Source: an optimization exercise on an open RTL-to-GDS flow (aim: small area). Production flows keep margins and buffers that such runs may drop.
RTL that was checked went through simulation tests only; none was proved equivalent to the original.
Only the layout flow was run in run 1; the RTL was not checked for function there.
Power figures rest on the tool's default switching activity, not on a simulated workload.

==> flow/design.v, too long to show whole: its modules and the start of the top module <==
// module ALU_STAGE: 26 lines
// module alu_a21oi: 3 lines
// module alu_a221oi: 3 lines
// module alu_a222oi: 3 lines
// module alu_a22oi: 3 lines
// module alu_a32oi: 3 lines
// module alu_and3: 3 lines
// module alu_inv: 3 lines
// module alu_nand2: 3 lines
// module alu_nand2b: 3 lines
// module alu_nand3: 3 lines
// module alu_nand4: 3 lines
// module alu_nand4bb: 3 lines
// module alu_nor2: 3 lines
// module alu_nor2b: 3 lines
// module alu_nor4bb: 3 lines
// module alu_o21ai: 3 lines
// module alu_xnor2: 3 lines
// module alu_xor2: 3 lines
// module ALU: 974 lines
module ALU_STAGE (
  input clock_in,
  input [31:0] a_in,
  input [31:0] b_in,
  input [3:0] uop_in,
  output [31:0] result_out
);
  // ...
==> flow/flow/run.sh <==
#!/bin/bash
# Layout flow: the standard ORFS flow (standard.sh: synthesis through final
# layout, unchanged synthesis), with these changes made through ORFS's own
# variables and step hooks:
#  - ports are buffered with sky130_fd_sc_hd__buf_1 (buffer_ports -buffer_cell)
#    instead of the clock-delay buffer buffer_ports picks by itself;
#  - before floorplanning, flow/downsize.tcl gives every combinational cell
#    its smallest drive strength, so that timing repair upsizes only where needed;
#  - clock tree built without dummy loads (CTS_ARGS);
#  - power recovery after global routing (RECOVER_POWER).
# Each step's full log is in orfs/logs/; make's own output is in standard.log.
set -euo pipefail
cd "$(dirname "$0")/.."
WORK=$PWD
export BUFFER_PORTS_ARGS="-buffer_cell sky130_fd_sc_hd__buf_1"
export PRE_FLOORPLAN_TCL="$WORK/flow/downsize.tcl"
export CTS_ARGS="-sink_clustering_enable -repair_clock_nets -dont_use_dummy_load"
export RECOVER_POWER=100
bash standard.sh > "$WORK/standard.log" 2>&1
==> flow/flow/downsize.tcl <==
# Replace every combinational cell by the smallest-area cell of the same family
# (same function and pins, other drive strength), so that timing repair only
# upsizes where it must. Flip-flops keep their cells.
set block [ord::get_db_block]
set db [ord::get_db]
set masters {}
foreach lib [$db getLibs] {
  foreach m [$lib getMasters] { dict set masters [$m getName] $m }
}
set n 0
foreach inst [$block getInsts] {
  set mname [[$inst getMaster] getName]
  if {![regexp {^(sky130_fd_sc_hd__[a-z0-9]+)_([0-9]+)$} $mname -> base drive]} { continue }
  if {[regexp {df|dl|sdf|edf|tap|fill|decap|conb|clkbuf|clkinv|clkdly|dlygate|dlymetal|buf_|lpflow|probe|diode} $base]} { continue }
  set best $mname
  set best_area [expr {[[$inst getMaster] getWidth] * [[$inst getMaster] getHeight]}]
  foreach d {0 1 2} {
    set cand "${base}_$d"
    if {$cand eq $mname || ![dict exists $masters $cand]} { continue }
    set lc [get_lib_cells -quiet */$cand]
    if {$lc eq ""} { continue }
    if {[get_property $lc dont_use]} { continue }
    set m [dict get $masters $cand]
    set a [expr {[$m getWidth] * [$m getHeight]}]
    if {$a < $best_area} { set best $cand; set best_area $a }
  }
  if {$best ne $mname} {
    replace_cell [get_cells [$inst getName]] [get_lib_cells */$best]
    incr n
  }
}
puts "downsize: replaced $n cells"
==> flow/standard.sh <==
#!/bin/bash
# synth_recipe.tcl (not shown) runs the flow's synth.tcl, then flattens the netlist and writes it again
# the make line also repeats each setting of config.mk as NAME=value (left out here)
make -C /OpenROAD-flow-scripts/flow DESIGN_CONFIG=/design/flow/config.mk WORK_HOME=/design/flow/orfs CLKGATE_MAP_FILE= SYNTH_SCRIPT=/design/flow/synth_recipe.tcl "${@:-finish}"
==> flow/config.mk <==
export PLATFORM = sky130hd
export DESIGN_NAME = ALU_STAGE
export DESIGN_NICKNAME = ALU_STAGE
export VERILOG_FILES = /design/flow/design.v
export SDC_FILE = /design/flow/constraint.sdc
export NUM_CORES = 4
export LEC_CHECK = 0
export CAP_MARGIN = 20
export CORE_MARGIN = 2
export CORE_UTILIZATION = 40
export SLEW_MARGIN = 20
export SYNTH_HIERARCHICAL = 1
export SYNTH_MINIMUM_KEEP_SIZE = 0
==> flow/constraint.sdc <==
create_clock -name core_clock -period 4.0 [get_ports {clock_in}]
set_input_delay 0.8000 -clock core_clock [delete_from_list [all_inputs] [get_ports {clock_in}]]
set_output_delay 0.8000 -clock core_clock [all_outputs]
set_load 0.01 [all_outputs]
==> impl.org, run 1 <==
** Run status
- The flow ran to the end and the layout has no timing, DRC or antenna violations.

** Layout
- Most common cell after layout, fill and taps aside :: sky130_fd_sc_hd__buf_1
- The design has 100 sequential cells.
- Registers represent a cell area share of roughly 27%.
- Largest registers :: a_q x32, b_q x32, result_q x32
- Fraction of layout instances using a drive strength above 1 :: 15.6%

** Drt
- Summed over all nets, wire length on met3 after detailed routing comes to 1.89 mm.
- The routed design has 21.6 mm of wire.
- Mean routed wirelength per cell :: 21.7 um

** Critical path
- Arrival time at the worst endpoint :: approximately 4.0 ns
- The critical path contains buffers and inverters numbering 5 combined.
- Required time reported for the critical path endpoint :: about 4.2 ns
- Maximum fanout count along the critical path :: 10

** Floorplan
- The initial utilization of the core area, before any placement, comes to 40.8%.

** GRT
- Gr busiest metal :: met2
- The number of global-route vias before repair came to 5986.
- Met3 Track Usage GR :: around 5%

** Job
- Max-cap violations in this run came to 0.

** Power and ir drop
- Peak VDD IR :: about 0.24 mV
- Power density normalized to cell area :: 370 mW/mm^2

** Synthesis
- Number of nets in the synthesized netlist :: 716
- Synthesis warning total :: 7

** Clock network
- Clock-pin slew was measured on the worst setup and hold paths at 0.06 ns.
- Cts bufs inserted :: 9
- Setup bufs post-CTS :: 0
==> inputs of run 2 (changes only) <==
--- a/flow/design.v
+++ b/flow/design.v
@@ -44,37 +44,25 @@
   assign y = a & b & c;
 endmodule
 module alu_inv(input a, output y);
   assign y = ~a;
 endmodule
 module alu_nand2(input a, input b, output y);
   assign y = ~(a & b);
 endmodule
-module alu_nand2b(input an, input b, output y);
-  assign y = an | ~b;
-endmodule
 module alu_nand3(input a, input b, input c, output y);
   assign y = ~(a & b & c);
 endmodule
 module alu_nand4(input a, input b, input c, input d, output y);
   assign y = ~(a & b & c & d);
 endmodule
-module alu_nand4bb(input an, input bn, input c, input d, output y);
-  assign y = an | bn | ~c | ~d;
-endmodule
 module alu_nor2(input a, input b, output y);
   assign y = ~(a | b);
 endmodule
-module alu_nor2b(input a, input bn, output y);
-  assign y = ~a & bn;
-endmodule
-module alu_nor4bb(input a, input b, input cn, input dn, output y);
-  assign y = ~a & ~b & cn & dn;
-endmodule
 module alu_o21ai(input a1, input a2, input b1, output y);
   assign y = ~((a1 | a2) & b1);
 endmodule
 module alu_xnor2(input a, input b, output y);
   assign y = ~(a ^ b);
 endmodule
 module alu_xor2(input a, input b, output y);
   assign y = a ^ b;
@@ -120,29 +108,29 @@
 wire r3 = sa[3] & rgt;
 wire fr3 = fill & r3;
 wire frn3 = ~fill & r3;
 wire n4 = (shop | pass) & ~(sa[4] & shop);
 wire l4 = sa[4] & lft;
 wire r4 = sa[4] & rgt;
 wire fr4 = fill & r4;
 wire frn4 = ~fill & r4;
-wire c32 = ~n_a21oi_29;
+wire c32 = ~n_a21oi_32;
 wire ltu = ~c32;
 wire lts = ~c32 ^ a[31] ^ b[31];
 wire lt_n = ~(((u == 4'b1010) & lts) | ((u == 4'b1011) & ltu));
 wire bx0;
 wire p0;
 wire g0;
 wire bx1;
-wire pn1;
-wire gn1;
+wire p1;
+wire g1;
 wire bx2;
-wire pn2;
-wire gn2;
+wire p2;
+wire g2;
 wire bx3;
 wire p3;
 wire g3;
 wire bx4;
 wire pn4;
 wire gn4;
 wire bx5;
 wire p5;
@@ -152,33 +140,33 @@
 wire g6;
 wire bx7;
 wire pn7;
 wire gn7;
 wire bx8;
 wire p8;
 wire g8;
 wire bx9;
-wire pn9;
-wire gn9;
+wire p9;
+wire g9;
 wire bx10;
 wire p10;
 wire g10;
 wire bx11;
 wire pn11;
 wire gn11;
 wire bx12;
-wire pn12;
-wire gn12;
+wire p12;
+wire g12;
 wire bx13;
-wire p13;
-wire g13;
+wire pn13;
+wire gn13;
 wire bx14;
-wire pn14;
-wire gn14;
+wire p14;
+wire g14;
 wire bx15;
 wire p15;
 wire g15;
 wire bx16;
 wire pn16;
 wire gn16;
 wire bx17;
 wire p17;
@@ -188,125 +176,136 @@
 wire gn18;
 wire bx19;
 wire p19;
 wire g19;
 wire bx20;
 wire p20;
 wire g20;
 wire bx21;
-wire pn21;
-wire gn21;
+wire p21;
+wire g21;
 wire bx22;
-wire p22;
-wire g22;
+wire pn22;
+wire gn22;
 wire bx23;
-wire pn23;
-wire gn23;
+wire p23;
+wire g23;
 wire bx24;
-wire p24;
-wire g24;
+wire pn24;
+wire gn24;
 wire bx25;
-wire pn25;
-wire gn25;
+wire p25;
+wire g25;
 wire bx26;
-wire pn26;
-wire gn26;
+wire p26;
+wire g26;
 wire bx27;
-wire p27;
-wire g27;
+wire pn27;
+wire gn27;
 wire bx28;
-wire pn28;
-wire gn28;
+wire p28;
+wire g28;
 wire bx29;
 wire p29;
 wire g29;
 wire bx30;
 wire p30;
 wire g30;
 wire bx31;
 wire pn31;
 wire gn31;
 wire n_a21oi_1;
-wire g0_n;
-wire n_o21ai_1;
-wire n_nor2b_1;
 wire n_a21oi_2;
-wire n_o21ai_2;
+wire n_nand2_1;
+wire C0_n;
+wire n_o21ai_1;
 wire n_a21oi_3;
-wire n_o21ai_3;
-wire g2_t;
 wire n_a21oi_4;
-wire n_o21ai_4;
+wire n_nand2_2;
+wire C1_n;
+wire n_o21ai_2;
+wire n_o21ai_3;
+wire n_nor2_1;
 wire n_a21oi_5;
-wire n_nand4bb_1;
-wire n_o21ai_5;
+wire C2_t;
 wire n_a21oi_6;
-wire n_o21ai_6;
 wire n_a21oi_7;
-wire n_o21ai_7;
+wire n_nand2_3;
+wire n_o21ai_4;
+wire n_o21ai_5;
+wire n_nor2_2;
 wire n_a21oi_8;
-wire g6_n;
-wire n_o21ai_8;
 wire n_a21oi_9;
-wire n_o21ai_9;
+wire n_nand2_4;
+wire n_o21ai_6;
 wire n_a21oi_10;
-wire n_o21ai_10;
-wire n_nand4bb_2;
-wire n_nand2b_1;
-wire n_nor2_1;
 wire n_a21oi_11;
-wire n_o21ai_11;
+wire n_nand2_5;
+wire C3_n;
+wire n_o21ai_7;
+wire n_o21ai_8;
+wire n_nor2_3;
 wire n_a21oi_12;
-wire n_o21ai_12;
 wire n_a21oi_13;
-wire n_o21ai_13;
+wire n_nand2_6;
+wire n_o21ai_9;
+wire n_o21ai_10;
+wire n_nor2_4;
 wire n_a21oi_14;
-wire n_o21ai_14;
-wire g12_t;
+wire C4_t;
 wire n_a21oi_15;
-wire n_o21ai_15;
 wire n_a21oi_16;
-wire n_o21ai_16;
+wire n_nand2_7;
+wire n_o21ai_11;
+wire n_o21ai_12;
+wire n_nor2_5;
 wire n_a21oi_17;
-wire n_o21ai_17;
 wire n_a21oi_18;
-wire n_nor4bb_1;
-wire n_nor4bb_2;
-wire n_nand2_1;
-wire n_o21ai_18;
+wire n_nand2_8;
+wire n_o21ai_13;
+wire n_o21ai_14;
+wire n_nor2_6;
 wire n_a21oi_19;
-wire n_o21ai_19;
 wire n_a21oi_20;
-wire n_o21ai_20;
+wire n_nand2_9;
+wire n_o21ai_15;
 wire n_a21oi_21;
-wire g20_n;
-wire n_o21ai_21;
 wire n_a21oi_22;
-wire n_o21ai_22;
+wire n_nand2_10;
+wire C5_n;
+wire n_o21ai_16;
+wire n_o21ai_17;
+wire n_nor2_7;
 wire n_a21oi_23;
-wire n_o21ai_23;
-wire n_nand4bb_3;
-wire n_nand2b_2;
-wire n_nor2_2;
 wire n_a21oi_24;
-wire n_o21ai_24;
+wire n_nand2_11;
+wire n_o21ai_18;
+wire n_o21ai_19;
+wire n_nor2_8;
 wire n_a21oi_25;
-wire n_o21ai_25;
-wire g26_t;
+wire C6_t;
 wire n_a21oi_26;
-wire n_o21ai_26;
 wire n_a21oi_27;
-wire n_nand4bb_4;
-wire n_o21ai_27;
+wire n_nand2_12;
+wire n_o21ai_20;
+wire n_o21ai_21;
+wire n_nor2_9;
 wire n_a21oi_28;
-wire g30_n;
-wire n_o21ai_28;
-wire n_nor2b_2;
 wire n_a21oi_29;
+wire n_nand2_13;
+wire n_o21ai_22;
+wire n_a21oi_30;
+wire n_a21oi_31;
+wire n_nand2_14;
+wire C7_n;
+wire n_o21ai_23;
+wire n_o21ai_24;
+wire n_nor2_10;
+wire n_a21oi_32;
 wire s0;
 wire s1;
 wire s2;
 wire s3;
 wire s4;
 wire s5;
 wire s6;
 wire s7;
@@ -589,21 +588,21 @@
 wire y30;
 wire an31;
 wire tn31;
 wire y31;
 alu_xor2 u_bx0 (.a(b[0]), .b(sub), .y(bx0));
 alu_xor2 u_p0 (.a(a[0]), .b(bx0), .y(p0));
 alu_and3 u_g0 (.a(a[0]), .b(bx0), .c(arith), .y(g0));
 alu_xor2 u_bx1 (.a(b[1]), .b(sub), .y(bx1));
-alu_xnor2 u_pn1 (.a(a[1]), .b(bx1), .y(pn1));
-alu_nand3 u_gn1 (.a(a[1]), .b(bx1), .c(arith), .y(gn1));
+alu_xor2 u_p1 (.a(a[1]), .b(bx1), .y(p1));
+alu_and3 u_g1 (.a(a[1]), .b(bx1), .c(arith), .y(g1));
 alu_xor2 u_bx2 (.a(b[2]), .b(sub), .y(bx2));
-alu_xnor2 u_pn2 (.a(a[2]), .b(bx2), .y(pn2));
-alu_nand3 u_gn2 (.a(a[2]), .b(bx2), .c(arith), .y(gn2));
+alu_xor2 u_p2 (.a(a[2]), .b(bx2), .y(p2));
+alu_and3 u_g2 (.a(a[2]), .b(bx2), .c(arith), .y(g2));
 alu_xor2 u_bx3 (.a(b[3]), .b(sub), .y(bx3));
 alu_xor2 u_p3 (.a(a[3]), .b(bx3), .y(p3));
 alu_and3 u_g3 (.a(a[3]), .b(bx3), .c(arith), .y(g3));
 alu_xor2 u_bx4 (.a(b[4]), .b(sub), .y(bx4));
 alu_xnor2 u_pn4 (.a(a[4]), .b(bx4), .y(pn4));
 alu_nand3 u_gn4 (.a(a[4]), .b(bx4), .c(arith), .y(gn4));
 alu_xor2 u_bx5 (.a(b[5]), .b(sub), .y(bx5));
 alu_xor2 u_p5 (.a(a[5]), .b(bx5), .y(p5));
@@ -613,33 +612,33 @@
 alu_and3 u_g6 (.a(a[6]), .b(bx6), .c(arith), .y(g6));
 alu_xor2 u_bx7 (.a(b[7]), .b(sub), .y(bx7));
 alu_xnor2 u_pn7 (.a(a[7]), .b(bx7), .y(pn7));
 alu_nand3 u_gn7 (.a(a[7]), .b(bx7), .c(arith), .y(gn7));
 alu_xor2 u_bx8 (.a(b[8]), .b(sub), .y(bx8));
 alu_xor2 u_p8 (.a(a[8]), .b(bx8), .y(p8));
 alu_and3 u_g8 (.a(a[8]), .b(bx8), .c(arith), .y(g8));
 alu_xor2 u_bx9 (.a(b[9]), .b(sub), .y(bx9));
-alu_xnor2 u_pn9 (.a(a[9]), .b(bx9), .y(pn9));
-alu_nand3 u_gn9 (.a(a[9]), .b(bx9), .c(arith), .y(gn9));
+alu_xor2 u_p9 (.a(a[9]), .b(bx9), .y(p9));
+alu_and3 u_g9 (.a(a[9]), .b(bx9), .c(arith), .y(g9));
 alu_xor2 u_bx10 (.a(b[10]), .b(sub), .y(bx10));
 alu_xor2 u_p10 (.a(a[10]), .b(bx10), .y(p10));
 alu_and3 u_g10 (.a(a[10]), .b(bx10), .c(arith), .y(g10));
 alu_xor2 u_bx11 (.a(b[11]), .b(sub), .y(bx11));
 alu_xnor2 u_pn11 (.a(a[11]), .b(bx11), .y(pn11));
 alu_nand3 u_gn11 (.a(a[11]), .b(bx11), .c(arith), .y(gn11));
 alu_xor2 u_bx12 (.a(b[12]), .b(sub), .y(bx12));
-alu_xnor2 u_pn12 (.a(a[12]), .b(bx12), .y(pn12));
-alu_nand3 u_gn12 (.a(a[12]), .b(bx12), .c(arith), .y(gn12));
+alu_xor2 u_p12 (.a(a[12]), .b(bx12), .y(p12));
+alu_and3 u_g12 (.a(a[12]), .b(bx12), .c(arith), .y(g12));
 alu_xor2 u_bx13 (.a(b[13]), .b(sub), .y(bx13));
-alu_xor2 u_p13 (.a(a[13]), .b(bx13), .y(p13));
-alu_and3 u_g13 (.a(a[13]), .b(bx13), .c(arith), .y(g13));
+alu_xnor2 u_pn13 (.a(a[13]), .b(bx13), .y(pn13));
+alu_nand3 u_gn13 (.a(a[13]), .b(bx13), .c(arith), .y(gn13));
 alu_xor2 u_bx14 (.a(b[14]), .b(sub), .y(bx14));
-alu_xnor2 u_pn14 (.a(a[14]), .b(bx14), .y(pn14));
-alu_nand3 u_gn14 (.a(a[14]), .b(bx14), .c(arith), .y(gn14));
+alu_xor2 u_p14 (.a(a[14]), .b(bx14), .y(p14));
+alu_and3 u_g14 (.a(a[14]), .b(bx14), .c(arith), .y(g14));
 alu_xor2 u_bx15 (.a(b[15]), .b(sub), .y(bx15));
 alu_xor2 u_p15 (.a(a[15]), .b(bx15), .y(p15));
 alu_and3 u_g15 (.a(a[15]), .b(bx15), .c(arith), .y(g15));
 alu_xor2 u_bx16 (.a(b[16]), .b(sub), .y(bx16));
 alu_xnor2 u_pn16 (.a(a[16]), .b(bx16), .y(pn16));
 alu_nand3 u_gn16 (.a(a[16]), .b(bx16), .c(arith), .y(gn16));
 alu_xor2 u_bx17 (.a(b[17]), .b(sub), .y(bx17));
 alu_xor2 u_p17 (.a(a[17]), .b(bx17), .y(p17));
@@ -649,157 +648,168 @@
 alu_nand3 u_gn18 (.a(a[18]), .b(bx18), .c(arith), .y(gn18));
 alu_xor2 u_bx19 (.a(b[19]), .b(sub), .y(bx19));
 alu_xor2 u_p19 (.a(a[19]), .b(bx19), .y(p19));
 alu_and3 u_g19 (.a(a[19]), .b(bx19), .c(arith), .y(g19));
 alu_xor2 u_bx20 (.a(b[20]), .b(sub), .y(bx20));
 alu_xor2 u_p20 (.a(a[20]), .b(bx20), .y(p20));
 alu_and3 u_g20 (.a(a[20]), .b(bx20), .c(arith), .y(g20));
 alu_xor2 u_bx21 (.a(b[21]), .b(sub), .y(bx21));
-alu_xnor2 u_pn21 (.a(a[21]), .b(bx21), .y(pn21));
-alu_nand3 u_gn21 (.a(a[21]), .b(bx21), .c(arith), .y(gn21));
+alu_xor2 u_p21 (.a(a[21]), .b(bx21), .y(p21));
+alu_and3 u_g21 (.a(a[21]), .b(bx21), .c(arith), .y(g21));
 alu_xor2 u_bx22 (.a(b[22]), .b(sub), .y(bx22));
-alu_xor2 u_p22 (.a(a[22]), .b(bx22), .y(p22));
-alu_and3 u_g22 (.a(a[22]), .b(bx22), .c(arith), .y(g22));
+alu_xnor2 u_pn22 (.a(a[22]), .b(bx22), .y(pn22));
+alu_nand3 u_gn22 (.a(a[22]), .b(bx22), .c(arith), .y(gn22));
 alu_xor2 u_bx23 (.a(b[23]), .b(sub), .y(bx23));
-alu_xnor2 u_pn23 (.a(a[23]), .b(bx23), .y(pn23));
-alu_nand3 u_gn23 (.a(a[23]), .b(bx23), .c(arith), .y(gn23));
+alu_xor2 u_p23 (.a(a[23]), .b(bx23), .y(p23));
+alu_and3 u_g23 (.a(a[23]), .b(bx23), .c(arith), .y(g23));
 alu_xor2 u_bx24 (.a(b[24]), .b(sub), .y(bx24));
-alu_xor2 u_p24 (.a(a[24]), .b(bx24), .y(p24));
-alu_and3 u_g24 (.a(a[24]), .b(bx24), .c(arith), .y(g24));
+alu_xnor2 u_pn24 (.a(a[24]), .b(bx24), .y(pn24));
+alu_nand3 u_gn24 (.a(a[24]), .b(bx24), .c(arith), .y(gn24));
 alu_xor2 u_bx25 (.a(b[25]), .b(sub), .y(bx25));
-alu_xnor2 u_pn25 (.a(a[25]), .b(bx25), .y(pn25));
-alu_nand3 u_gn25 (.a(a[25]), .b(bx25), .c(arith), .y(gn25));
+alu_xor2 u_p25 (.a(a[25]), .b(bx25), .y(p25));
+alu_and3 u_g25 (.a(a[25]), .b(bx25), .c(arith), .y(g25));
 alu_xor2 u_bx26 (.a(b[26]), .b(sub), .y(bx26));
-alu_xnor2 u_pn26 (.a(a[26]), .b(bx26), .y(pn26));
-alu_nand3 u_gn26 (.a(a[26]), .b(bx26), .c(arith), .y(gn26));
+alu_xor2 u_p26 (.a(a[26]), .b(bx26), .y(p26));
+alu_and3 u_g26 (.a(a[26]), .b(bx26), .c(arith), .y(g26));
 alu_xor2 u_bx27 (.a(b[27]), .b(sub), .y(bx27));
-alu_xor2 u_p27 (.a(a[27]), .b(bx27), .y(p27));
-alu_and3 u_g27 (.a(a[27]), .b(bx27), .c(arith), .y(g27));
+alu_xnor2 u_pn27 (.a(a[27]), .b(bx27), .y(pn27));
+alu_nand3 u_gn27 (.a(a[27]), .b(bx27), .c(arith), .y(gn27));
 alu_xor2 u_bx28 (.a(b[28]), .b(sub), .y(bx28));
-alu_xnor2 u_pn28 (.a(a[28]), .b(bx28), .y(pn28));
-alu_nand3 u_gn28 (.a(a[28]), .b(bx28), .c(arith), .y(gn28));
+alu_xor2 u_p28 (.a(a[28]), .b(bx28), .y(p28));
+alu_and3 u_g28 (.a(a[28]), .b(bx28), .c(arith), .y(g28));
 alu_xor2 u_bx29 (.a(b[29]), .b(sub), .y(bx29));
 alu_xor2 u_p29 (.a(a[29]), .b(bx29), .y(p29));
 alu_and3 u_g29 (.a(a[29]), .b(bx29), .c(arith), .y(g29));
 alu_xor2 u_bx30 (.a(b[30]), .b(sub), .y(bx30));
 alu_xor2 u_p30 (.a(a[30]), .b(bx30), .y(p30));
 alu_and3 u_g30 (.a(a[30]), .b(bx30), .c(arith), .y(g30));
 alu_xor2 u_bx31 (.a(b[31]), .b(sub), .y(bx31));
 alu_xnor2 u_pn31 (.a(a[31]), .b(bx31), .y(pn31));
 alu_nand3 u_gn31 (.a(a[31]), .b(bx31), .c(arith), .y(gn31));
 alu_a21oi u_n_a21oi_1 (.a1(p0), .a2(sub), .b1(g0), .y(n_a21oi_1));
-alu_inv u_g0_n (.a(g0), .y(g0_n));
-alu_o21ai u_n_o21ai_1 (.a1(pn1), .a2(g0_n), .b1(gn1), .y(n_o21ai_1));
-alu_nor2b u_n_nor2b_1 (.a(pn1), .bn(p0), .y(n_nor2b_1));
-alu_a21oi u_n_a21oi_2 (.a1(n_nor2b_1), .a2(sub), .b1(n_o21ai_1), .y(n_a21oi_2));
-alu_o21ai u_n_o21ai_2 (.a1(pn2), .a2(n_a21oi_2), .b1(gn2), .y(n_o21ai_2));
-alu_a21oi u_n_a21oi_3 (.a1(p3), .a2(n_o21ai_2), .b1(g3), .y(n_a21oi_3));
-alu_o21ai u_n_o21ai_3 (.a1(pn4), .a2(n_a21oi_3), .b1(gn4), .y(n_o21ai_3));
-alu_inv u_g2_t (.a(gn2), .y(g2_t));
-alu_a21oi u_n_a21oi_4 (.a1(p3), .a2(g2_t), .b1(g3), .y(n_a21oi_4));
-alu_o21ai u_n_o21ai_4 (.a1(pn4), .a2(n_a21oi_4), .b1(gn4), .y(n_o21ai_4));
-alu_a21oi u_n_a21oi_5 (.a1(p5), .a2(n_o21ai_4), .b1(g5), .y(n_a21oi_5));
-alu_nand4bb u_n_nand4bb_1 (.an(pn2), .bn(pn4), .c(p3), .d(p5), .y(n_nand4bb_1));
-alu_o21ai u_n_o21ai_5 (.a1(n_nand4bb_1), .a2(n_a21oi_2), .b1(n_a21oi_5), .y(n_o21ai_5));
-alu_a21oi u_n_a21oi_6 (.a1(p6), .a2(n_o21ai_5), .b1(g6), .y(n_a21oi_6));
-alu_o21ai u_n_o21ai_6 (.a1(pn7), .a2(n_a21oi_6), .b1(gn7), .y(n_o21ai_6));
-alu_a21oi u_n_a21oi_7 (.a1(p8), .a2(n_o21ai_6), .b1(g8), .y(n_a21oi_7));
-alu_o21ai u_n_o21ai_7 (.a1(pn9), .a2(n_a21oi_7), .b1(gn9), .y(n_o21ai_7));
-alu_a21oi u_n_a21oi_8 (.a1(p10), .a2(n_o21ai_7), .b1(g10), .y(n_a21oi_8));
-alu_inv u_g6_n (.a(g6), .y(g6_n));
-alu_o21ai u_n_o21ai_8 (.a1(pn7), .a2(g6_n), .b1(gn7), .y(n_o21ai_8));
-alu_a21oi u_n_a21oi_9 (.a1(p8), .a2(n_o21ai_8), .b1(g8), .y(n_a21oi_9));
-alu_o21ai u_n_o21ai_9 (.a1(pn9), .a2(n_a21oi_9), .b1(gn9), .y(n_o21ai_9));
-alu_a21oi u_n_a21oi_10 (.a1(p10), .a2(n_o21ai_9), .b1(g10), .y(n_a21oi_10));
-alu_o21ai u_n_o21ai_10 (.a1(pn11), .a2(n_a21oi_10), .b1(gn11), .y(n_o21ai_10));
-alu_nand4bb u_n_nand4bb_2 (.an(pn7), .bn(pn9), .c(p6), .d(p8), .y(n_nand4bb_2));
-alu_nand2b u_n_nand2b_1 (.an(pn11), .b(p10), .y(n_nand2b_1));
-alu_nor2 u_n_nor2_1 (.a(n_nand4bb_2), .b(n_nand2b_1), .y(n_nor2_1));
-alu_a21oi u_n_a21oi_11 (.a1(n_nor2_1), .a2(n_o21ai_5), .b1(n_o21ai_10), .y(n_a21oi_11));
-alu_o21ai u_n_o21ai_11 (.a1(pn12), .a2(n_a21oi_11), .b1(gn12), .y(n_o21ai_11));
-alu_a21oi u_n_a21oi_12 (.a1(p13), .a2(n_o21ai_11), .b1(g13), .y(n_a21oi_12));
-alu_o21ai u_n_o21ai_12 (.a1(pn14), .a2(n_a21oi_12), .b1(gn14), .y(n_o21ai_12));
-alu_a21oi u_n_a21oi_13 (.a1(p15), .a2(n_o21ai_12), .b1(g15), .y(n_a21oi_13));
-alu_o21ai u_n_o21ai_13 (.a1(pn16), .a2(n_a21oi_13), .b1(gn16), .y(n_o21ai_13));
-alu_a21oi u_n_a21oi_14 (.a1(p17), .a2(n_o21ai_13), .b1(g17), .y(n_a21oi_14));
-alu_o21ai u_n_o21ai_14 (.a1(pn18), .a2(n_a21oi_14), .b1(gn18), .y(n_o21ai_14));
-alu_inv u_g12_t (.a(gn12), .y(g12_t));
-alu_a21oi u_n_a21oi_15 (.a1(p13), .a2(g12_t), .b1(g13), .y(n_a21oi_15));
-alu_o21ai u_n_o21ai_15 (.a1(pn14), .a2(n_a21oi_15), .b1(gn14), .y(n_o21ai_15));
-alu_a21oi u_n_a21oi_16 (.a1(p15), .a2(n_o21ai_15), .b1(g15), .y(n_a21oi_16));
-alu_o21ai u_n_o21ai_16 (.a1(pn16), .a2(n_a21oi_16), .b1(gn16), .y(n_o21ai_16));
-alu_a21oi u_n_a21oi_17 (.a1(p17), .a2(n_o21ai_16), .b1(g17), .y(n_a21oi_17));
-alu_o21ai u_n_o21ai_17 (.a1(pn18), .a2(n_a21oi_17), .b1(gn18), .y(n_o21ai_17));
-alu_a21oi u_n_a21oi_18 (.a1(p19), .a2(n_o21ai_17), .b1(g19), .y(n_a21oi_18));
-alu_nor4bb u_n_nor4bb_1 (.a(pn12), .b(pn14), .cn(p13), .dn(p15), .y(n_nor4bb_1));
-alu_nor4bb u_n_nor4bb_2 (.a(pn16), .b(pn18), .cn(p17), .dn(p19), .y(n_nor4bb_2));
-alu_nand2 u_n_nand2_1 (.a(n_nor4bb_1), .b(n_nor4bb_2), .y(n_nand2_1));
-alu_o21ai u_n_o21ai_18 (.a1(n_nand2_1), .a2(n_a21oi_11), .b1(n_a21oi_18), .y(n_o21ai_18));
-alu_a21oi u_n_a21oi_19 (.a1(p20), .a2(n_o21ai_18), .b1(g20), .y(n_a21oi_19));
-alu_o21ai u_n_o21ai_19 (.a1(pn21), .a2(n_a21oi_19), .b1(gn21), .y(n_o21ai_19));
-alu_a21oi u_n_a21oi_20 (.a1(p22), .a2(n_o21ai_19), .b1(g22), .y(n_a21oi_20));
-alu_o21ai u_n_o21ai_20 (.a1(pn23), .a2(n_a21oi_20), .b1(gn23), .y(n_o21ai_20));
-alu_a21oi u_n_a21oi_21 (.a1(p24), .a2(n_o21ai_20), .b1(g24), .y(n_a21oi_21));
-alu_inv u_g20_n (.a(g20), .y(g20_n));
-alu_o21ai u_n_o21ai_21 (.a1(pn21), .a2(g20_n), .b1(gn21), .y(n_o21ai_21));
-alu_a21oi u_n_a21oi_22 (.a1(p22), .a2(n_o21ai_21), .b1(g22), .y(n_a21oi_22));
-alu_o21ai u_n_o21ai_22 (.a1(pn23), .a2(n_a21oi_22), .b1(gn23), .y(n_o21ai_22));
-alu_a21oi u_n_a21oi_23 (.a1(p24), .a2(n_o21ai_22), .b1(g24), .y(n_a21oi_23));
-alu_o21ai u_n_o21ai_23 (.a1(pn25), .a2(n_a21oi_23), .b1(gn25), .y(n_o21ai_23));
-alu_nand4bb u_n_nand4bb_3 (.an(pn21), .bn(pn23), .c(p20), .d(p22), .y(n_nand4bb_3));
-alu_nand2b u_n_nand2b_2 (.an(pn25), .b(p24), .y(n_nand2b_2));
-alu_nor2 u_n_nor2_2 (.a(n_nand4bb_3), .b(n_nand2b_2), .y(n_nor2_2));
-alu_a21oi u_n_a21oi_24 (.a1(n_nor2_2), .a2(n_o21ai_18), .b1(n_o21ai_23), .y(n_a21oi_24));
-alu_o21ai u_n_o21ai_24 (.a1(pn26), .a2(n_a21oi_24), .b1(gn26), .y(n_o21ai_24));
-alu_a21oi u_n_a21oi_25 (.a1(p27), .a2(n_o21ai_24), .b1(g27), .y(n_a21oi_25));
-alu_o21ai u_n_o21ai_25 (.a1(pn28), .a2(n_a21oi_25), .b1(gn28), .y(n_o21ai_25));
-alu_inv u_g26_t (.a(gn26), .y(g26_t));
-alu_a21oi u_n_a21oi_26 (.a1(p27), .a2(g26_t), .b1(g27), .y(n_a21oi_26));
-alu_o21ai u_n_o21ai_26 (.a1(pn28), .a2(n_a21oi_26), .b1(gn28), .y(n_o21ai_26));
-alu_a21oi u_n_a21oi_27 (.a1(p29), .a2(n_o21ai_26), .b1(g29), .y(n_a21oi_27));
-alu_nand4bb u_n_nand4bb_4 (.an(pn26), .bn(pn28), .c(p27), .d(p29), .y(n_nand4bb_4));
-alu_o21ai u_n_o21ai_27 (.a1(n_nand4bb_4), .a2(n_a21oi_24), .b1(n_a21oi_27), .y(n_o21ai_27));
-alu_a21oi u_n_a21oi_28 (.a1(p30), .a2(n_o21ai_27), .b1(g30), .y(n_a21oi_28));
-alu_inv u_g30_n (.a(g30), .y(g30_n));
-alu_o21ai u_n_o21ai_28 (.a1(pn31), .a2(g30_n), .b1(gn31), .y(n_o21ai_28));
-alu_nor2b u_n_nor2b_2 (.a(pn31), .bn(p30), .y(n_nor2b_2));
-alu_a21oi u_n_a21oi_29 (.a1(n_nor2b_2), .a2(n_o21ai_27), .b1(n_o21ai_28), .y(n_a21oi_29));
+alu_a21oi u_n_a21oi_2 (.a1(p1), .a2(g0), .b1(g1), .y(n_a21oi_2));
+alu_nand2 u_n_nand2_1 (.a(p1), .b(p0), .y(n_nand2_1));
+alu_inv u_C0_n (.a(sub), .y(C0_n));
+alu_o21ai u_n_o21ai_1 (.a1(n_nand2_1), .a2(C0_n), .b1(n_a21oi_2), .y(n_o21ai_1));
+alu_a21oi u_n_a21oi_3 (.a1(p2), .a2(n_o21ai_1), .b1(g2), .y(n_a21oi_3));
+alu_a21oi u_n_a21oi_4 (.a1(p3), .a2(g2), .b1(g3), .y(n_a21oi_4));
+alu_nand2 u_n_nand2_2 (.a(p3), .b(p2), .y(n_nand2_2));
+alu_inv u_C1_n (.a(n_o21ai_1), .y(C1_n));
+alu_o21ai u_n_o21ai_2 (.a1(n_nand2_2), .a2(C1_n), .b1(n_a21oi_4), .y(n_o21ai_2));
+alu_o21ai u_n_o21ai_3 (.a1(pn4), .a2(n_a21oi_4), .b1(gn4), .y(n_o21ai_3));
+alu_nor2 u_n_nor2_1 (.a(pn4), .b(n_nand2_2), .y(n_nor2_1));
+alu_a21oi u_n_a21oi_5 (.a1(n_nor2_1), .a2(n_o21ai_1), .b1(n_o21ai_3), .y(n_a21oi_5));
+alu_inv u_C2_t (.a(n_a21oi_5), .y(C2_t));
+alu_a21oi u_n_a21oi_6 (.a1(p5), .a2(C2_t), .b1(g5), .y(n_a21oi_6));
+alu_a21oi u_n_a21oi_7 (.a1(p6), .a2(g5), .b1(g6), .y(n_a21oi_7));
+alu_nand2 u_n_nand2_3 (.a(p6), .b(p5), .y(n_nand2_3));
+alu_o21ai u_n_o21ai_4 (.a1(n_nand2_3), .a2(n_a21oi_5), .b1(n_a21oi_7), .y(n_o21ai_4));
+alu_o21ai u_n_o21ai_5 (.a1(pn7), .a2(n_a21oi_7), .b1(gn7), .y(n_o21ai_5));
+alu_nor2 u_n_nor2_2 (.a(pn7), .b(n_nand2_3), .y(n_nor2_2));
+alu_a21oi u_n_a21oi_8 (.a1(n_nor2_2), .a2(C2_t), .b1(n_o21ai_5), .y(n_a21oi_8));
+alu_a21oi u_n_a21oi_9 (.a1(p8), .a2(n_o21ai_5), .b1(g8), .y(n_a21oi_9));
+alu_nand2 u_n_nand2_4 (.a(p8), .b(n_nor2_2), .y(n_nand2_4));
+alu_o21ai u_n_o21ai_6 (.a1(n_nand2_4), .a2(n_a21oi_5), .b1(n_a21oi_9), .y(n_o21ai_6));
+alu_a21oi u_n_a21oi_10 (.a1(p9), .a2(n_o21ai_6), .b1(g9), .y(n_a21oi_10));
+alu_a21oi u_n_a21oi_11 (.a1(p10), .a2(g9), .b1(g10), .y(n_a21oi_11));
+alu_nand2 u_n_nand2_5 (.a(p10), .b(p9), .y(n_nand2_5));
+alu_inv u_C3_n (.a(n_o21ai_6), .y(C3_n));
+alu_o21ai u_n_o21ai_7 (.a1(n_nand2_5), .a2(C3_n), .b1(n_a21oi_11), .y(n_o21ai_7));
+alu_o21ai u_n_o21ai_8 (.a1(pn11), .a2(n_a21oi_11), .b1(gn11), .y(n_o21ai_8));
+alu_nor2 u_n_nor2_3 (.a(pn11), .b(n_nand2_5), .y(n_nor2_3));
+alu_a21oi u_n_a21oi_12 (.a1(n_nor2_3), .a2(n_o21ai_6), .b1(n_o21ai_8), .y(n_a21oi_12));
+alu_a21oi u_n_a21oi_13 (.a1(p12), .a2(n_o21ai_8), .b1(g12), .y(n_a21oi_13));
+alu_nand2 u_n_nand2_6 (.a(p12), .b(n_nor2_3), .y(n_nand2_6));
+alu_o21ai u_n_o21ai_9 (.a1(n_nand2_6), .a2(C3_n), .b1(n_a21oi_13), .y(n_o21ai_9));
+alu_o21ai u_n_o21ai_10 (.a1(pn13), .a2(n_a21oi_13), .b1(gn13), .y(n_o21ai_10));
+alu_nor2 u_n_nor2_4 (.a(pn13), .b(n_nand2_6), .y(n_nor2_4));
+alu_a21oi u_n_a21oi_14 (.a1(n_nor2_4), .a2(n_o21ai_6), .b1(n_o21ai_10), .y(n_a21oi_14));
+alu_inv u_C4_t (.a(n_a21oi_14), .y(C4_t));
+alu_a21oi u_n_a21oi_15 (.a1(p14), .a2(C4_t), .b1(g14), .y(n_a21oi_15));
+alu_a21oi u_n_a21oi_16 (.a1(p15), .a2(g14), .b1(g15), .y(n_a21oi_16));
+alu_nand2 u_n_nand2_7 (.a(p15), .b(p14), .y(n_nand2_7));
+alu_o21ai u_n_o21ai_11 (.a1(n_nand2_7), .a2(n_a21oi_14), .b1(n_a21oi_16), .y(n_o21ai_11));
+alu_o21ai u_n_o21ai_12 (.a1(pn16), .a2(n_a21oi_16), .b1(gn16), .y(n_o21ai_12));
+alu_nor2 u_n_nor2_5 (.a(pn16), .b(n_nand2_7), .y(n_nor2_5));
+alu_a21oi u_n_a21oi_17 (.a1(n_nor2_5), .a2(C4_t), .b1(n_o21ai_12), .y(n_a21oi_17));
+alu_a21oi u_n_a21oi_18 (.a1(p17), .a2(n_o21ai_12), .b1(g17), .y(n_a21oi_18));
+alu_nand2 u_n_nand2_8 (.a(p17), .b(n_nor2_5), .y(n_nand2_8));
+alu_o21ai u_n_o21ai_13 (.a1(n_nand2_8), .a2(n_a21oi_14), .b1(n_a21oi_18), .y(n_o21ai_13));
+alu_o21ai u_n_o21ai_14 (.a1(pn18), .a2(n_a21oi_18), .b1(gn18), .y(n_o21ai_14));
+alu_nor2 u_n_nor2_6 (.a(pn18), .b(n_nand2_8), .y(n_nor2_6));
+alu_a21oi u_n_a21oi_19 (.a1(n_nor2_6), .a2(C4_t), .b1(n_o21ai_14), .y(n_a21oi_19));
+alu_a21oi u_n_a21oi_20 (.a1(p19), .a2(n_o21ai_14), .b1(g19), .y(n_a21oi_20));
+alu_nand2 u_n_nand2_9 (.a(p19), .b(n_nor2_6), .y(n_nand2_9));
+alu_o21ai u_n_o21ai_15 (.a1(n_nand2_9), .a2(n_a21oi_14), .b1(n_a21oi_20), .y(n_o21ai_15));
+alu_a21oi u_n_a21oi_21 (.a1(p20), .a2(n_o21ai_15), .b1(g20), .y(n_a21oi_21));
+alu_a21oi u_n_a21oi_22 (.a1(p21), .a2(g20), .b1(g21), .y(n_a21oi_22));
+alu_nand2 u_n_nand2_10 (.a(p21), .b(p20), .y(n_nand2_10));
+alu_inv u_C5_n (.a(n_o21ai_15), .y(C5_n));
+alu_o21ai u_n_o21ai_16 (.a1(n_nand2_10), .a2(C5_n), .b1(n_a21oi_22), .y(n_o21ai_16));
+alu_o21ai u_n_o21ai_17 (.a1(pn22), .a2(n_a21oi_22), .b1(gn22), .y(n_o21ai_17));
+alu_nor2 u_n_nor2_7 (.a(pn22), .b(n_nand2_10), .y(n_nor2_7));
+alu_a21oi u_n_a21oi_23 (.a1(n_nor2_7), .a2(n_o21ai_15), .b1(n_o21ai_17), .y(n_a21oi_23));
+alu_a21oi u_n_a21oi_24 (.a1(p23), .a2(n_o21ai_17), .b1(g23), .y(n_a21oi_24));
+alu_nand2 u_n_nand2_11 (.a(p23), .b(n_nor2_7), .y(n_nand2_11));
+alu_o21ai u_n_o21ai_18 (.a1(n_nand2_11), .a2(C5_n), .b1(n_a21oi_24), .y(n_o21ai_18));
+alu_o21ai u_n_o21ai_19 (.a1(pn24), .a2(n_a21oi_24), .b1(gn24), .y(n_o21ai_19));
+alu_nor2 u_n_nor2_8 (.a(pn24), .b(n_nand2_11), .y(n_nor2_8));
+alu_a21oi u_n_a21oi_25 (.a1(n_nor2_8), .a2(n_o21ai_15), .b1(n_o21ai_19), .y(n_a21oi_25));
+alu_inv u_C6_t (.a(n_a21oi_25), .y(C6_t));
+alu_a21oi u_n_a21oi_26 (.a1(p25), .a2(C6_t), .b1(g25), .y(n_a21oi_26));
+alu_a21oi u_n_a21oi_27 (.a1(p26), .a2(g25), .b1(g26), .y(n_a21oi_27));
+alu_nand2 u_n_nand2_12 (.a(p26), .b(p25), .y(n_nand2_12));
+alu_o21ai u_n_o21ai_20 (.a1(n_nand2_12), .a2(n_a21oi_25), .b1(n_a21oi_27), .y(n_o21ai_20));
+alu_o21ai u_n_o21ai_21 (.a1(pn27), .a2(n_a21oi_27), .b1(gn27), .y(n_o21ai_21));
+alu_nor2 u_n_nor2_9 (.a(pn27), .b(n_nand2_12), .y(n_nor2_9));
+alu_a21oi u_n_a21oi_28 (.a1(n_nor2_9), .a2(C6_t), .b1(n_o21ai_21), .y(n_a21oi_28));
+alu_a21oi u_n_a21oi_29 (.a1(p28), .a2(n_o21ai_21), .b1(g28), .y(n_a21oi_29));
+alu_nand2 u_n_nand2_13 (.a(p28), .b(n_nor2_9), .y(n_nand2_13));
+alu_o21ai u_n_o21ai_22 (.a1(n_nand2_13), .a2(n_a21oi_25), .b1(n_a21oi_29), .y(n_o21ai_22));
+alu_a21oi u_n_a21oi_30 (.a1(p29), .a2(n_o21ai_22), .b1(g29), .y(n_a21oi_30));
+alu_a21oi u_n_a21oi_31 (.a1(p30), .a2(g29), .b1(g30), .y(n_a21oi_31));
+alu_nand2 u_n_nand2_14 (.a(p30), .b(p29), .y(n_nand2_14));
+alu_inv u_C7_n (.a(n_o21ai_22), .y(C7_n));
+alu_o21ai u_n_o21ai_23 (.a1(n_nand2_14), .a2(C7_n), .b1(n_a21oi_31), .y(n_o21ai_23));
+alu_o21ai u_n_o21ai_24 (.a1(pn31), .a2(n_a21oi_31), .b1(gn31), .y(n_o21ai_24));
+alu_nor2 u_n_nor2_10 (.a(pn31), .b(n_nand2_14), .y(n_nor2_10));
+alu_a21oi u_n_a21oi_32 (.a1(n_nor2_10), .a2(n_o21ai_22), .b1(n_o21ai_24), .y(n_a21oi_32));
 alu_xor2 u_s0 (.a(p0), .b(sub), .y(s0));
-alu_xor2 u_s1 (.a(pn1), .b(n_a21oi_1), .y(s1));
-alu_xor2 u_s2 (.a(pn2), .b(n_a21oi_2), .y(s2));
-alu_xor2 u_s3 (.a(p3), .b(n_o21ai_2), .y(s3));
-alu_xor2 u_s4 (.a(pn4), .b(n_a21oi_3), .y(s4));
-alu_xor2 u_s5 (.a(p5), .b(n_o21ai_3), .y(s5));
-alu_xor2 u_s6 (.a(p6), .b(n_o21ai_5), .y(s6));
-alu_xor2 u_s7 (.a(pn7), .b(n_a21oi_6), .y(s7));
-alu_xor2 u_s8 (.a(p8), .b(n_o21ai_6), .y(s8));
-alu_xor2 u_s9 (.a(pn9), .b(n_a21oi_7), .y(s9));
-alu_xor2 u_s10 (.a(p10), .b(n_o21ai_7), .y(s10));
-alu_xor2 u_s11 (.a(pn11), .b(n_a21oi_8), .y(s11));
-alu_xor2 u_s12 (.a(pn12), .b(n_a21oi_11), .y(s12));
-alu_xor2 u_s13 (.a(p13), .b(n_o21ai_11), .y(s13));
-alu_xor2 u_s14 (.a(pn14), .b(n_a21oi_12), .y(s14));
-alu_xor2 u_s15 (.a(p15), .b(n_o21ai_12), .y(s15));
-alu_xor2 u_s16 (.a(pn16), .b(n_a21oi_13), .y(s16));
-alu_xor2 u_s17 (.a(p17), .b(n_o21ai_13), .y(s17));
-alu_xor2 u_s18 (.a(pn18), .b(n_a21oi_14), .y(s18));
-alu_xor2 u_s19 (.a(p19), .b(n_o21ai_14), .y(s19));
-alu_xor2 u_s20 (.a(p20), .b(n_o21ai_18), .y(s20));
-alu_xor2 u_s21 (.a(pn21), .b(n_a21oi_19), .y(s21));
-alu_xor2 u_s22 (.a(p22), .b(n_o21ai_19), .y(s22));
-alu_xor2 u_s23 (.a(pn23), .b(n_a21oi_20), .y(s23));
-alu_xor2 u_s24 (.a(p24), .b(n_o21ai_20), .y(s24));
-alu_xor2 u_s25 (.a(pn25), .b(n_a21oi_21), .y(s25));
-alu_xor2 u_s26 (.a(pn26), .b(n_a21oi_24), .y(s26));
-alu_xor2 u_s27 (.a(p27), .b(n_o21ai_24), .y(s27));
-alu_xor2 u_s28 (.a(pn28), .b(n_a21oi_25), .y(s28));
-alu_xor2 u_s29 (.a(p29), .b(n_o21ai_25), .y(s29));
-alu_xor2 u_s30 (.a(p30), .b(n_o21ai_27), .y(s30));
-alu_xor2 u_s31 (.a(pn31), .b(n_a21oi_28), .y(s31));
+alu_xnor2 u_s1 (.a(p1), .b(n_a21oi_1), .y(s1));
+alu_xor2 u_s2 (.a(p2), .b(n_o21ai_1), .y(s2));
+alu_xnor2 u_s3 (.a(p3), .b(n_a21oi_3), .y(s3));
+alu_xnor2 u_s4 (.a(pn4), .b(n_o21ai_2), .y(s4));
+alu_xnor2 u_s5 (.a(p5), .b(n_a21oi_5), .y(s5));
+alu_xnor2 u_s6 (.a(p6), .b(n_a21oi_6), .y(s6));
+alu_xnor2 u_s7 (.a(pn7), .b(n_o21ai_4), .y(s7));
+alu_xnor2 u_s8 (.a(p8), .b(n_a21oi_8), .y(s8));
+alu_xor2 u_s9 (.a(p9), .b(n_o21ai_6), .y(s9));
+alu_xnor2 u_s10 (.a(p10), .b(n_a21oi_10), .y(s10));
+alu_xnor2 u_s11 (.a(pn11), .b(n_o21ai_7), .y(s11));
+alu_xnor2 u_s12 (.a(p12), .b(n_a21oi_12), .y(s12));
+alu_xnor2 u_s13 (.a(pn13), .b(n_o21ai_9), .y(s13));
+alu_xnor2 u_s14 (.a(p14), .b(n_a21oi_14), .y(s14));
+alu_xnor2 u_s15 (.a(p15), .b(n_a21oi_15), .y(s15));
+alu_xnor2 u_s16 (.a(pn16), .b(n_o21ai_11), .y(s16));
+alu_xnor2 u_s17 (.a(p17), .b(n_a21oi_17), .y(s17));
+alu_xnor2 u_s18 (.a(pn18), .b(n_o21ai_13), .y(s18));
+alu_xnor2 u_s19 (.a(p19), .b(n_a21oi_19), .y(s19));
+alu_xor2 u_s20 (.a(p20), .b(n_o21ai_15), .y(s20));
+alu_xnor2 u_s21 (.a(p21), .b(n_a21oi_21), .y(s21));
+alu_xnor2 u_s22 (.a(pn22), .b(n_o21ai_16), .y(s22));
+alu_xnor2 u_s23 (.a(p23), .b(n_a21oi_23), .y(s23));
+alu_xnor2 u_s24 (.a(pn24), .b(n_o21ai_18), .y(s24));
+alu_xnor2 u_s25 (.a(p25), .b(n_a21oi_25), .y(s25));
+alu_xnor2 u_s26 (.a(p26), .b(n_a21oi_26), .y(s26));
+alu_xnor2 u_s27 (.a(pn27), .b(n_o21ai_20), .y(s27));
+alu_xnor2 u_s28 (.a(p28), .b(n_a21oi_28), .y(s28));
+alu_xor2 u_s29 (.a(p29), .b(n_o21ai_22), .y(s29));
+alu_xnor2 u_s30 (.a(p30), .b(n_a21oi_30), .y(s30));
+alu_xnor2 u_s31 (.a(pn31), .b(n_o21ai_23), .y(s31));
 alu_a22oi u_sh0_0 (.a1(a[0]), .a2(n0), .b1(a[1]), .b2(r0), .y(sh0_0));
 alu_a222oi u_sh0_1 (.a1(a[1]), .a2(n0), .b1(a[0]), .b2(l0), .c1(a[2]), .c2(r0), .y(sh0_1));
 alu_a222oi u_sh0_2 (.a1(a[2]), .a2(n0), .b1(a[1]), .b2(l0), .c1(a[3]), .c2(r0), .y(sh0_2));
 alu_a222oi u_sh0_3 (.a1(a[3]), .a2(n0), .b1(a[2]), .b2(l0), .c1(a[4]), .c2(r0), .y(sh0_3));
 alu_a222oi u_sh0_4 (.a1(a[4]), .a2(n0), .b1(a[3]), .b2(l0), .c1(a[5]), .c2(r0), .y(sh0_4));
 alu_a222oi u_sh0_5 (.a1(a[5]), .a2(n0), .b1(a[4]), .b2(l0), .c1(a[6]), .c2(r0), .y(sh0_5));
 alu_a222oi u_sh0_6 (.a1(a[6]), .a2(n0), .b1(a[5]), .b2(l0), .c1(a[7]), .c2(r0), .y(sh0_6));
 alu_a222oi u_sh0_7 (.a1(a[7]), .a2(n0), .b1(a[6]), .b2(l0), .c1(a[8]), .c2(r0), .y(sh0_7));
==> flow/flow/run.sh (replaced) <==
#!/bin/bash
# Layout flow: the standard ORFS flow (standard.sh: synthesis through final
# layout, unchanged synthesis), with these changes made through ORFS's own
# variables and step hooks:
#  - ports are buffered with sky130_fd_sc_hd__buf_1 (buffer_ports -buffer_cell)
#    instead of the clock-delay buffer buffer_ports picks by itself;
#  - before floorplanning, flow/downsize.tcl removes the buffers synthesis
#    inserted and gives every combinational cell its smallest drive strength,
#    so that timing repair upsizes only where needed (with GPL_TIMING_DRIVEN 0
#    global placement does not remove those buffers itself);
#  - clock tree built without dummy loads, from clkbuf_4 leaves and a clkbuf_8
#    root instead of clkbuf_16 (CTS_ARGS).
# Each step's full log is in orfs/logs/; make's own output is in standard.log.
set -euo pipefail
cd "$(dirname "$0")/.."
WORK=$PWD
export BUFFER_PORTS_ARGS="-buffer_cell sky130_fd_sc_hd__buf_1"
export PRE_FLOORPLAN_TCL="$WORK/flow/downsize.tcl"
export CTS_ARGS="-sink_clustering_enable -repair_clock_nets -dont_use_dummy_load -buf_list {sky130_fd_sc_hd__clkbuf_4 sky130_fd_sc_hd__clkbuf_8} -root_buf sky130_fd_sc_hd__clkbuf_8 -sink_clustering_buffer sky130_fd_sc_hd__clkbuf_4"
bash standard.sh > "$WORK/standard.log" 2>&1
--- a/flow/flow/downsize.tcl
+++ b/flow/flow/downsize.tcl
@@ -1,11 +1,12 @@
-# Replace every combinational cell by the smallest-area cell of the same family
+# Remove the buffers synthesis inserted, then replace every combinational cell by the smallest-area cell of the same family
 # (same function and pins, other drive strength), so that timing repair only
 # upsizes where it must. Flip-flops keep their cells.
+remove_buffers
 set block [ord::get_db_block]
 set db [ord::get_db]
 set masters {}
 foreach lib [$db getLibs] {
   foreach m [$lib getMasters] { dict set masters [$m getName] $m }
 }
 set n 0
 foreach inst [$block getInsts] {
==> flow/config.mk (replaced) <==
export PLATFORM = sky130hd
export DESIGN_NAME = ALU_STAGE
export DESIGN_NICKNAME = ALU_STAGE
export VERILOG_FILES = /design/flow/design.v
export SDC_FILE = /design/flow/constraint.sdc
export NUM_CORES = 4
export LEC_CHECK = 0
export CAP_MARGIN = 20
export CORE_MARGIN = 2
export CORE_UTILIZATION = 40
export GPL_TIMING_DRIVEN = 0
export SLEW_MARGIN = 20
export SYNTH_HIERARCHICAL = 1
export SYNTH_MINIMUM_KEEP_SIZE = 0
==> impl.org, run 2 <==
** GRT
- The remaining global-route overflow was 0 (unchanged).
- The first-pass GRT wire length is 29.7 mm (was 32.5 mm).
- Total Routing Usage GR :: 25.3% (was 26.0%)
- The number of global-route vias before repair is 5340 (was 5986).
- Pin count of the biggest net entering global routing :: 36 (was 33)
- The initial antenna violation count was 0 (unchanged).

** Synthesis
- Synthesis warning total :: 7 (unchanged)
- The net count of the mapped netlist came to 685 (was 716).
- The average instance in the mapped netlist occupies 9.33 um^2.
- The cell area that synthesis handed to floorplanning was 0.00574 mm^2.
- Post-synthesis cell count :: 616 (was 647)

** Critical path
- Arrival time at the worst endpoint :: 4.02 ns (was 3.98 ns)
- Most numerous cell on the critical path :: sky130_fd_sc_hd__a222oi_1 (was sky130_fd_sc_hd__a21oi_2)
- The cell with the largest stage delay on the worst path is sky130_fd_sc_hd__a222oi_1 (was sky130_fd_sc_hd__dfxtp_4).
- The path type of the worst setup path was flip-flop to flip-flop (unchanged).
- The worst-case reg-to-reg path depth was 9 (was 24).
- Worst reg2reg startpoint :: uop_q[0] (was uop_q[1])
- The family with the most delay on the worst path is compound AO/OA/AOI/OAI gates (unchanged).
- The critical register-to-register path endpoint is result_q[24] (was result_q[19]).
- The launching element type of the critical path is a flip-flop (unchanged).
- The critical path required time is 4.26 ns (was 4.22 ns).
- The maximum fanout encountered on the critical timing path was 36 (was 10).
- Critical Path Sink Type :: flip-flop (unchanged)
- CP Buf/Inv Count :: 0 (was 5)
- The flop-to-flop setup slack came to 0.24 ns (was 0.25 ns).
- The delay of the slowest cell on the worst path is 0.60 ns (was 0.40 ns).
- Cell Chain, Critical Path :: o211a_1 -> nand2_8 -> a21oi_4 -> a222oi_1 -> a222oi_1 -> a222oi_1 -> a221oi_1 -> a221oi_2 -> nand3_1 (was nor2b_2 -> nor4_4 -> buf_4 -> buf_4 -> clkbuf_16 -> xor2_2 -> nand3_1 -> inv_1 -> a21oi_1 -> o21ai_1 -> a21oi_2 -> o21ai_2 -> a21oi_2 -> buf_4 -> o21ai_2 -> a21oi_2 -> o21ai_2 -> a21oi_2 -> o21ai_2 -> a21oi_2 -> o21ai_1 -> xor2_1 -> nand2_1 -> nand3_1)

** Layout
- Commonest cells after routing, fill and taps aside: sky130_fd_sc_hd__buf_1, sky130_fd_sc_hd__a222oi_1, sky130_fd_sc_hd__dfxtp_1, sky130_fd_sc_hd__xor2_1, sky130_fd_sc_hd__nand2_1 (was sky130_fd_sc_hd__buf_1, sky130_fd_sc_hd__a222oi_1, sky130_fd_sc_hd__dfxtp_1, sky130_fd_sc_hd__xor2_1, sky130_fd_sc_hd__buf_4).
- Final core utilization :: 49.9% (was 51.7%)
- Final #Nets :: 823 (was 880)
- Most common cell after layout, fill and taps aside :: sky130_fd_sc_hd__buf_1 (unchanged)
- Largest registers: a_q x32, b_q x32, result_q x32 (unchanged).
- The final instance count without filler cells was 932 (was 993).
- Synthesis-to-layout area growth :: 21.1%
- The fraction of layout cells with a size suffix above 1 is 9.57% (was 15.6%).
- The number of antenna diodes came to 0 (unchanged).

** Clock network
- Cell at the root of the clock tree :: sky130_fd_sc_hd__clkbuf_8 (was sky130_fd_sc_hd__clkbuf_16)
- The clock transition time at the flip-flop clock pins of the worst setup and hold paths came to 0.08 ns (was 0.06 ns).
- Clock tree from TritonCTS :: done (unchanged)
- The clock latency on the worst-skew pair was 0.39 ns (was 0.35 ns).
- H-tree lvl count :: 3 (unchanged)
- The number of sinks handled by clock tree synthesis came to 100 (unchanged).
- The number of buffers created by CTS was 9 (unchanged).
- The number of hold buffers added after CTS is 0 (unchanged).
- Clock buffer depth :: 2 (unchanged)

** Drt
- The number of nets with antenna violations after detailed routing is 0 (unchanged).
- Mean routed wirelength per cell :: 21.3 um (was 21.7 um)
- Final wirelength :: 19.9 mm (was 21.6 mm)
- The total via count after detailed routing is 6282 (was 6709).
- The number of DRC markers in iteration 0 was 1060 (was 1112).
- The via count normalized by instance count came to 6.74 (was 6.76).
- Number of iterations in the first detailed-routing pass :: 15 (was 17)
- DRC errors left :: 0 (unchanged)

** Power and ir drop
- Design internal power :: 1640 uW (was 1870 uW)
- Peak VDD IR :: 0.236 mV (was 0.243 mV)
- Power density normalized to cell area :: 360 mW/mm^2 (was 370 mW/mm^2)
- Combinational power share :: 33.4% (was 31.5%)
- Leakage :: 0.00246 uW (was 0.00279 uW)
- The power spent charging and discharging nets came to 864 uW (was 894 uW).
- The switching portion of total power was 34.5% (was 32.3%).
- Power share of the clock group :: 20.1% (was 26.4%)
- Proportion of power drawn by flip-flops and latches :: 46.5% (was 42.1%)

** Timing
- The number of failing hold endpoints at the final stage is 0 (unchanged).
- Worst Hold Margin :: 0.496 ns (was 0.501 ns)
- Final clock period utilization by the worst path :: 94.0% (was 93.9%)
- The achievable frequency is 266 MHz (about the same).
- Unrepaired setup endpoints after global routing :: false
- The final critical delay including setup and external delays is 3.76 ns (was 3.75 ns).
- Final setup skew :: 0.0106 ns (was 0.00710 ns)
- Post-route setup slack :: 0.240 ns (was 0.246 ns)
- Number of setup violations in the final report :: 0 (unchanged)
- Tightest slew margin relative to the limit :: 31.2% (was 26.9%)
- Number of pins exceeding their max-slew limit in the final report :: 0 (unchanged)
- The actual slew at the worst max-slew pin was 1.03 ns (was 1.09 ns).

** Floorplan
- Overall die area :: 0.0153 mm^2 (was 0.0158 mm^2)
- Initial standard-cell utilization of the core :: 41.2% (was 40.8%)
- FP Rows :: 43 (was 44)
- Height of the chip :: 124 um (was 126 um)
- The die width came to 124 um (was 126 um).
- Core Footprint :: 0.0139 mm^2 (was 0.0145 mm^2)
- Top-level I/O count :: 101 (unchanged)

** Run status
- Run status: finished clean (unchanged).

** Placed design
- The final weighted congestion in routability-driven placement is 0.900 (was 0.889).
- The number of buffer cells added on primary ports was 100 (unchanged).
- Place WS :: -1.47 ns (was 0.103 ns)
- Placed insts :: 902 (was 978)
- The final HPWL from detailed placement came to 13.4 mm (was 15.3 mm).

** Job
- The number of maximum-capacitance constraint violations was 0 (unchanged).

** Min path
- The path class of the lowest-slack min-delay path was primary input to flip-flop (was flip-flop to flip-flop).
- The number of cells traversed by the worst hold path came to 1 (was 2).
- Worst Hold End :: uop_q[1] (was result_q[25])
- The origin of the worst min-delay path is uop_in[1] (was b_q[25]).
run 2: cell types whose count changed in the layout (fill, tap and decap cells not counted), moves of 10 or more:
| cell | before | now |
|---|---|---|
| sky130_fd_sc_hd__buf_4 | 73 | 19 |
| sky130_fd_sc_hd__nand2_1 | 39 | 51 |
| sky130_fd_sc_hd__clkbuf_16 | 11 | 0 |
| sky130_fd_sc_hd__xor2_1 | 73 | 59 |
| sky130_fd_sc_hd__clkbuf_1 | 10 | 0 |
| sky130_fd_sc_hd__xnor2_1 | 16 | 39 |
run 2: cell type report:
cell class,instances,area (um^2)
well taps,180,225
clock buffers,9,124
flip-flops and latches,100,2010
inverters,11,41.3
repair buffers,123,576
fillers,1342,6980
multi-input cells,509,3980
run 2: worst max path at each step:
stage               slack [ns]            to      from  cells after the start
global placement         -1.30  result_q[15]  uop_q[0]                      9
finish                    0.24  result_q[24]  uop_q[0]                      9
CTS                      -0.02   result_q[0]  uop_q[1]                     17
floorplan                -0.07   result_q[0]  uop_q[1]                     17
detailed placement       -1.47   result_q[0]  uop_q[1]                     17
global route             0.008   result_q[0]  uop_q[3]                     18
run 2: power groups by stage:
stage	clock, uW	combinational, uW	sequential [uW]
floorplan	0	534	1200
global placement	0	749	1180
detailed placement	0	763	1180
CTS	522	786	1170
global route	556	912	1180
finish	504	837	1160
run 2: metal layers:
layer  track usage (%)  wire [um]  part of all wire (%)  vias to the layer above
li1                  -          -                     -                     2936
met1              33.3       8550                    43                     3009
met2              40.2       9170                    46                      306
met3              6.36       1720                   8.6                       31
met4              8.59        450                   2.3                        0
met5                 0          0                     0                        -
run 2: worst reg2reg max path, stage by stage, from the launching register on:
cell and delay [ns]:
sky130_fd_sc_hd__dfxtp_4 0.44, sky130_fd_sc_hd__o211a_1 0.38, sky130_fd_sc_hd__nand2_8 0.28, sky130_fd_sc_hd__a21oi_4 0.16
sky130_fd_sc_hd__a222oi_1 0.60, sky130_fd_sc_hd__a222oi_1 0.26, sky130_fd_sc_hd__a222oi_1 0.60, sky130_fd_sc_hd__a221oi_1 0.24
sky130_fd_sc_hd__a221oi_2 0.54, sky130_fd_sc_hd__nand3_1 0.14
run 2: stage by stage:
step           setup TNS, ns  cell area, um^2  power [uW]
6_report                   0             6960        2510
4_1_cts              -0.0200             6740        2470
3_5_place_dp          -26.81             6490        1950
2_1_floorplan        -0.0677             5780        1730
5_1_grt                    0             6960        2650
3_3_place_gp          -37.37             6380        1930
run 2: what timing repair did:
item | 4_1_cts | 5_1_grt
buffers inserted | 3 | 14
resized for setup | 15 | 17
cloned | 3 | 1
setup endpoints to repair | 32 | 32
pin swaps | 2 | 10

## separate check: timing with driven ports
How much do the figures lean on ideal ports? The routed layouts below were timed once more, with nothing changed but the port constraints. Step 1, drivers: a clkbuf_16 drives clock_in and a buf_2 each remaining input, both assumed. Step 2 also shifts input and output timing later by t, the mid clock arrival at the registers, as if the neighbouring blocks saw the same clock. Three values: no drivers, after step 1, after step 2; two values: the first two.
run	t, ns	setup WS [ns]	hold WS [ns]	latest minus earliest clock arrival (ns)
run 1	0.388	0.246 / 0.246 / 0.246	0.501 / 0.501 / 0.501	0.007 / 0.008
run 2	0.419	0.240 / 0.240 / 0.240	0.496 / 0.480 / 0.509	0.011 / 0.010
After both steps every run listed still meets setup and hold.
